Background: an optimization exercise with open tools, aiming at small area and a short achievable clock period. Do not read the settings as production practice.

build 61:
==> flow/design.v <==
module overall_neural_network_training(
	input clock,
	input reset,
	input inp_1,
	input inp_2,
	input inp_3,
	input inp_4,
	input inp_5,
	input inp_6,
	output outp_1,
	output outp_2,
	output outp_3
);
	wire [5:0] x = {inp_6, inp_5, inp_4, inp_3, inp_2, inp_1};
	wire [5:0] h;     
	wire [5:0] h_nx;  
	wire [2:0] o;     
	wire [2:0] o_nx;  
	reg  [2:0] fin;   
	reg  [5:0] xr;    
	reg  r1;          
	always @(posedge clock or posedge reset)
		if (reset) begin
			xr <= 6'd0;
			r1 <= 1'b1;
		end else begin
			xr <= x;
			r1 <= 1'b0;
		end
	wire [5:0] xc = xr | {6{r1}};
	wire [5:0] hc = h | {6{r1}};
	wire [2:0] oc = o | {3{r1}};
	localparam [36*12-1:0] INIT_H = {
		12'h005, 12'hFEA, 12'h025, 12'hFF4, 12'h01C, 12'hFE1,    
		12'h013, 12'hFF1, 12'h003, 12'hFED, 12'h015, 12'hFFB,    
		12'h01D, 12'hFF1, 12'h021, 12'h01F, 12'hFE7, 12'h013,    
		12'h008, 12'hFF3, 12'h010, 12'hFEB, 12'h015, 12'hFEA,    
		12'h00C, 12'hFE5, 12'hFDB, 12'h012, 12'hFF1, 12'h020,    
		12'h019, 12'hFF6, 12'h017, 12'hFDC, 12'h00E, 12'hFE9};   
	localparam [18*12-1:0] INIT_O = {
		12'h005, 12'hFF6, 12'h023, 12'hFE3, 12'h019, 12'hFE2,    
		12'h010, 12'hFFD, 12'hFE2, 12'h006, 12'h022, 12'hFE4,    
		12'h002, 12'hFED, 12'h014, 12'h01B, 12'hFE2, 12'hFF5};   
	wire [36*12-1:0] whn;    
	wire [18*12-1:0] won;
	genvar i, j;
	generate
		for (i = 0; i < 6; i = i + 1) begin : hid
			for (j = 0; j < 6; j = j + 1) begin : syn
				synapse #(.INIT(INIT_H[(6*i+j)*12 +: 12])) s (
					.clock(clock), .reset(reset),
					.pre_w(xr[j]), .post_w(h[i]), .pre_c(xc[j]), .post_c(hc[i]),
					.w_nx(whn[(6*i+j)*12 +: 12]));
			end
			neuron_h n (
				.clock(clock), .reset(reset), .r1(r1),
				.in_nx(x), .w_nx(whn[72*i +: 72]), .spike(h[i]), .spike_nx(h_nx[i]));
		end
		for (i = 0; i < 3; i = i + 1) begin : out
			for (j = 0; j < 6; j = j + 1) begin : syn
				synapse #(.INIT(INIT_O[(6*i+j)*12 +: 12])) s (
					.clock(clock), .reset(reset),
					.pre_w(h[j]), .post_w(o[i]), .pre_c(hc[j]), .post_c(oc[i]),
					.w_nx(won[(6*i+j)*12 +: 12]));
			end
			neuron_o n (
				.clock(clock), .reset(reset), .r1(r1),
				.in_nx(h_nx), .w_nx(won[72*i +: 72]), .spike(o[i]), .spike_nx(o_nx[i]));
		end
	endgenerate
	always @(posedge clock)
		fin <= o_nx[0] ? 3'b100 : o_nx[1] ? 3'b010 : o_nx[2] ? 3'b001 : 3'b000;
	assign {outp_1, outp_2, outp_3} = fin;
endmodule
module csa_row #(parameter W = 16) (
	input [W-1:0] a,
	input [W-1:0] b,
	input [W-1:0] c,
	output [W-1:0] s,
	output [W-1:0] cy
);
	assign s = a ^ b ^ c;
	assign cy = ((a & b) | (a & c) | (b & c)) << 1;
endmodule
module lif_update(
	input [15:0] a,
	input [15:0] b,
	input hold,           
	output [11:0] v_nx,
	output fire
);
	wire [15:0] ts, tc, hs, hc, ls, lc;
	csa_row rt (.a(a), .b(b), .c(16'hFFFD), .s(ts), .cy(tc));    
	csa_row rh (.a(a), .b(b), .c(16'hF189), .s(hs), .cy(hc));    
	csa_row rl (.a(a), .b(b), .c(16'hFFF3), .s(ls), .cy(lc));    
	wire [11:0] t = ts[11:0] + tc[11:0];
	wire [15:0] th = hs + hc;
	wire [15:0] tl = ls + lc;
	wire f = ~th[15];      
	wire low = tl[15];     
	assign fire = f & ~hold;
	assign v_nx = (f | low | hold) ? 12'd10 : t;
endmodule
module neuron_h(
	input clock,
	input reset,
	input r1,
	input [5:0] in_nx,
	input [71:0] w_nx,
	output reg spike,
	output spike_nx
);
	wire [15:0] g0 = {4'd0, w_nx[11:0]  & {12{in_nx[0]}}};
	wire [15:0] g1 = {4'd0, w_nx[23:12] & {12{in_nx[1]}}};
	wire [15:0] g2 = {4'd0, w_nx[35:24] & {12{in_nx[2]}}};
	wire [15:0] g3 = {4'd0, w_nx[47:36] & {12{in_nx[3]}}};
	wire [15:0] g4 = {4'd0, w_nx[59:48] & {12{in_nx[4]}}};
	wire [15:0] g5 = {4'd0, w_nx[71:60] & {12{in_nx[5]}}};
	wire [15:0] sa, ca, sb, cb, s2, c2;
	csa_row r1a (.a(g0), .b(g1), .c(g2), .s(sa), .cy(ca));
	csa_row r1b (.a(g3), .b(g4), .c(g5), .s(sb), .cy(cb));
	csa_row r2  (.a(sa), .b(ca), .c(sb), .s(s2), .cy(c2));
	reg [12:0] p1;    
	reg [12:0] p2;    
	reg [11:0] p3;    
	always @(posedge clock) begin
		p1 <= s2[12:0];
		p2 <= c2[13:1];
		p3 <= cb[12:1];
	end
	reg [11:0] v;
	wire [15:0] sx, cx, a, b;
	csa_row u1 (.a({3'd0, p1}), .b({2'd0, p2, 1'b0}), .c({3'd0, p3, 1'b0}), .s(sx), .cy(cx));
	csa_row u2 (.a(sx), .b(cx), .c({4'd0, v}), .s(a), .cy(b));
	wire [11:0] v_nx;
	lif_update up (.a(a), .b(b), .hold(r1), .v_nx(v_nx), .fire(spike_nx));
	always @(posedge clock or posedge reset)
		if (reset) begin
			v <= 12'd10;
			spike <= 1'b0;
		end else begin
			v <= v_nx;
			spike <= spike_nx;
		end
endmodule
module neuron_o(
	input clock,
	input reset,
	input r1,
	input [5:0] in_nx,
	input [71:0] w_nx,
	output reg spike,
	output spike_nx
);
	wire [15:0] g0 = {4'd0, w_nx[11:0]  & {12{in_nx[0]}}};
	wire [15:0] g1 = {4'd0, w_nx[23:12] & {12{in_nx[1]}}};
	wire [15:0] g2 = {4'd0, w_nx[35:24] & {12{in_nx[2]}}};
	wire [15:0] g3 = {4'd0, w_nx[47:36] & {12{in_nx[3]}}};
	wire [15:0] g4 = {4'd0, w_nx[59:48] & {12{in_nx[4]}}};
	wire [15:0] g5 = {4'd0, w_nx[71:60] & {12{in_nx[5]}}};
	wire [15:0] sa, ca, sb, cb;
	csa_row r1a (.a(g0), .b(g1), .c(g2), .s(sa), .cy(ca));
	csa_row r1b (.a(g3), .b(g4), .c(g5), .s(sb), .cy(cb));
	reg [11:0] q1;    
	reg [11:0] q2;    
	reg [11:0] q3;    
	reg [11:0] q4;    
	always @(posedge clock) begin
		q1 <= sa[11:0];
		q2 <= ca[12:1];
		q3 <= sb[11:0];
		q4 <= cb[12:1];
	end
	reg [11:0] v;
	wire [15:0] sx, cx, sy, cy, a, b;
	csa_row u1 (.a({4'd0, q1}), .b({3'd0, q2, 1'b0}), .c({4'd0, q3}), .s(sx), .cy(cx));
	csa_row u2 (.a(sx), .b(cx), .c({3'd0, q4, 1'b0}), .s(sy), .cy(cy));
	csa_row u3 (.a(sy), .b(cy), .c({4'd0, v}), .s(a), .cy(b));
	wire [11:0] v_nx;
	lif_update up (.a(a), .b(b), .hold(r1), .v_nx(v_nx), .fire(spike_nx));
	always @(posedge clock or posedge reset)
		if (reset) begin
			v <= 12'd10;
			spike <= 1'b0;
		end else begin
			v <= v_nx;
			spike <= spike_nx;
		end
endmodule
module synapse #(parameter [11:0] INIT = 12'd0) (
	input clock,
	input reset,
	input pre_w,      
	input post_w,
	input pre_c,      
	input post_c,
	output [11:0] w_nx    
);
	reg [11:0] w;
	reg [11:0] cp;    
	reg [11:0] cm;    
	reg f;            
	wire zp = ~|cp[10:0];
	wire zm1 = ~|cm[10:1];
	wire zm = zm1 & ~cm[0];
	wire fp = cp[11] ^ cp[7] ^ cp[1] ^ cp[0] ^ zp;
	wire fm = cm[11] ^ cm[7] ^ cm[1] ^ cm[0] ^ zm;
	wire hold_p = pre_c & ~(post_c & f);
	wire step_p = ~pre_c & ~f;
	wire one_p = ~pre_c & f;
	wire hold_m = post_c & ~(pre_c & f);
	wire step_m = ~post_c & ~f;
	wire one_m = ~post_c & f;
	wire [11:0] cp_nx = ({12{hold_p}} & cp) | ({12{step_p}} & {cp[10:0], fp}) | {11'd0, one_p};
	wire [11:0] cm_nx = ({12{hold_m}} & cm) | ({12{step_m}} & {cm[10:0], fm}) | {11'd0, one_m};
	wire up1 = ~pre_w & post_w & (f | zp);
	wire up3 = pre_w & post_w;
	wire dn2 = pre_w & ~post_w & (f | zm);
	wire dn4 = pre_w & ~post_w & ~f & zm1 & cm[0] & ~cm[11];
	wire [2:0] d = {dn2 | dn4, up3 | dn2, up1 | up3};
	wire [3:0] lo = {1'b0, w[2:0]} + {1'b0, d};
	wire inc = (up1 | up3) & lo[3];
	wire dec = (dn2 | dn4) & ~lo[3];
	reg [11:0] wn;
	reg all1, all0;
	integer k;
	always @(*) begin
		wn[2:0] = lo[2:0];
		all1 = inc;
		all0 = dec;
		for (k = 3; k < 12; k = k + 1) begin
			wn[k] = w[k] ^ (all1 | all0);
			all1 = all1 & w[k];
			all0 = all0 & ~w[k];
		end
	end
	assign w_nx = wn;
	always @(posedge clock or posedge reset)
		if (reset) begin
			f <= 1'b1;
			w <= INIT;
		end else begin
			f <= pre_c & post_c;
			w <= wn;
		end
	always @(posedge clock) begin
		cp <= cp_nx;
		cm <= cm_nx;
	end
endmodule
Settings: LEC_CHECK=0, CAP_MARGIN=20, CORE_MARGIN=2, CORE_UTILIZATION=40, SETUP_SLACK_MARGIN=5, SLEW_MARGIN=20; clock period 10.0 ns.
run.sh (not shown) runs the stock make flow with config.mk's settings and CLKGATE_MAP_FILE= SYNTH_SCRIPT=/design/flow/synth_recipe.tcl, a recipe that flattens the netlist after the stock synthesis.
> inputs changed (build 61 -> trial 87)
--- a/flow/design.v
+++ b/flow/design.v
@@ -87,18 +87,17 @@
 	input [15:0] b,
 	input hold,           
-	output [11:0] v_nx,
+	output [12:0] u_nx,
 	output fire
 );
-	wire [15:0] ts, tc, hs, hc, ls, lc;
+	wire [15:0] ts, tc, ls, lc;
 	csa_row rt (.a(a), .b(b), .c(16'hFFFD), .s(ts), .cy(tc));    
-	csa_row rh (.a(a), .b(b), .c(16'hF189), .s(hs), .cy(hc));    
-	csa_row rl (.a(a), .b(b), .c(16'hFFF3), .s(ls), .cy(lc));    
-	wire [11:0] t = ts[11:0] + tc[11:0];
-	wire [15:0] th = hs + hc;
+	csa_row rl (.a(a), .b(b), .c(16'h0E6A), .s(ls), .cy(lc));    
+	wire [12:0] t = ts[12:0] + tc[12:0];
+	wire [15:0] th = a + b;
 	wire [15:0] tl = ls + lc;
 	wire f = ~th[15];      
 	wire low = tl[15];     
 	assign fire = f & ~hold;
-	assign v_nx = (f | low | hold) ? 12'd10 : t;
+	assign u_nx = (f | low | hold) ? 13'h1193 : t;    
 endmodule
 module neuron_h(
@@ -129,16 +128,16 @@
 		p3 <= cb[12:1];
 	end
-	reg [11:0] v;
+	reg [12:0] u;     
 	wire [15:0] sx, cx, a, b;
 	csa_row u1 (.a({3'd0, p1}), .b({2'd0, p2, 1'b0}), .c({3'd0, p3, 1'b0}), .s(sx), .cy(cx));
-	csa_row u2 (.a(sx), .b(cx), .c({4'd0, v}), .s(a), .cy(b));
-	wire [11:0] v_nx;
-	lif_update up (.a(a), .b(b), .hold(r1), .v_nx(v_nx), .fire(spike_nx));
-	always @(posedge clock or posedge reset)
-		if (reset) begin
-			v <= 12'd10;
+	csa_row u2 (.a(sx), .b(cx), .c({{3{u[12]}}, u}), .s(a), .cy(b));
+	wire [12:0] u_nx;
+	lif_update up (.a(a), .b(b), .hold(r1), .u_nx(u_nx), .fire(spike_nx));
+	always @(posedge clock or posedge reset)
+		if (reset) begin
+			u <= 13'h1193;
 			spike <= 1'b0;
 		end else begin
-			v <= v_nx;
+			u <= u_nx;
 			spike <= spike_nx;
 		end
@@ -172,17 +171,17 @@
 		q4 <= cb[12:1];
 	end
-	reg [11:0] v;
+	reg [12:0] u;     
 	wire [15:0] sx, cx, sy, cy, a, b;
 	csa_row u1 (.a({4'd0, q1}), .b({3'd0, q2, 1'b0}), .c({4'd0, q3}), .s(sx), .cy(cx));
-	csa_row u2 (.a(sx), .b(cx), .c({3'd0, q4, 1'b0}), .s(sy), .cy(cy));
-	csa_row u3 (.a(sy), .b(cy), .c({4'd0, v}), .s(a), .cy(b));
-	wire [11:0] v_nx;
-	lif_update up (.a(a), .b(b), .hold(r1), .v_nx(v_nx), .fire(spike_nx));
-	always @(posedge clock or posedge reset)
-		if (reset) begin
-			v <= 12'd10;
+	csa_row u2 (.a(sx), .b(cx), .c({{3{u[12]}}, u}), .s(sy), .cy(cy));
+	csa_row u3 (.a(sy), .b(cy), .c({3'd0, q4, 1'b0}), .s(a), .cy(b));
+	wire [12:0] u_nx;
+	lif_update up (.a(a), .b(b), .hold(r1), .u_nx(u_nx), .fire(spike_nx));
+	always @(posedge clock or posedge reset)
+		if (reset) begin
+			u <= 13'h1193;
 			spike <= 1'b0;
 		end else begin
-			v <= v_nx;
+			u <= u_nx;
 			spike <= spike_nx;
 		end
@@ -227,8 +226,8 @@
 	always @(*) begin
 		wn[2:0] = lo[2:0];
-		all1 = inc;
-		all0 = dec;
+		all1 = 1'b1;
+		all0 = 1'b1;
 		for (k = 3; k < 12; k = k + 1) begin
-			wn[k] = w[k] ^ (all1 | all0);
+			wn[k] = w[k] ^ ((inc & all1) | (dec & all0));
 			all1 = all1 & w[k];
 			all0 = all0 & ~w[k];
==> comparison <==
- Compared trial 87 vs build 61, and endpoint arrival time on the critical path is up in trial 87.
- Trial 87 vs build 61: overall via count from detail_route up slightly
- As far as fmax is concerned, build 61 and trial 87 perform about the same.
- Delta (trial 87 minus build 61): post-layout utilization of the core did not really move, minimum setup slack in the final design essentially unchanged.
No run of this note included a check of the RTL's function; only the layout flow was run.

## port drivers added, routing unchanged
How much do the figures lean on ideal ports? The routed layouts below were timed once more, with nothing changed but the port constraints. Step 1 assumes that a clkbuf_16 drives the clock port and a buf_2 every other input. Step 2 also shifts input and output timing later by t, the mid clock arrival at the registers, as if the neighbouring blocks saw the same clock. a / b / c = no drivers / after step 1 / after step 2; a / b = the first two.
| run | t, ns | slack for setup (ns) | worst register clock-pin slew, ns | worst data-port slew with drivers (ns) |
|---|---|---|---|---|
| build 61 | 0.942 | 5.233 / 5.233 / 5.233 | 0.06 / 0.06 | 0.05 |
| trial 87 | 0.952 | 5.236 / 5.236 / 5.236 | 0.07 / 0.07 | 0.08 |
After both steps every run listed still meets setup and hold.
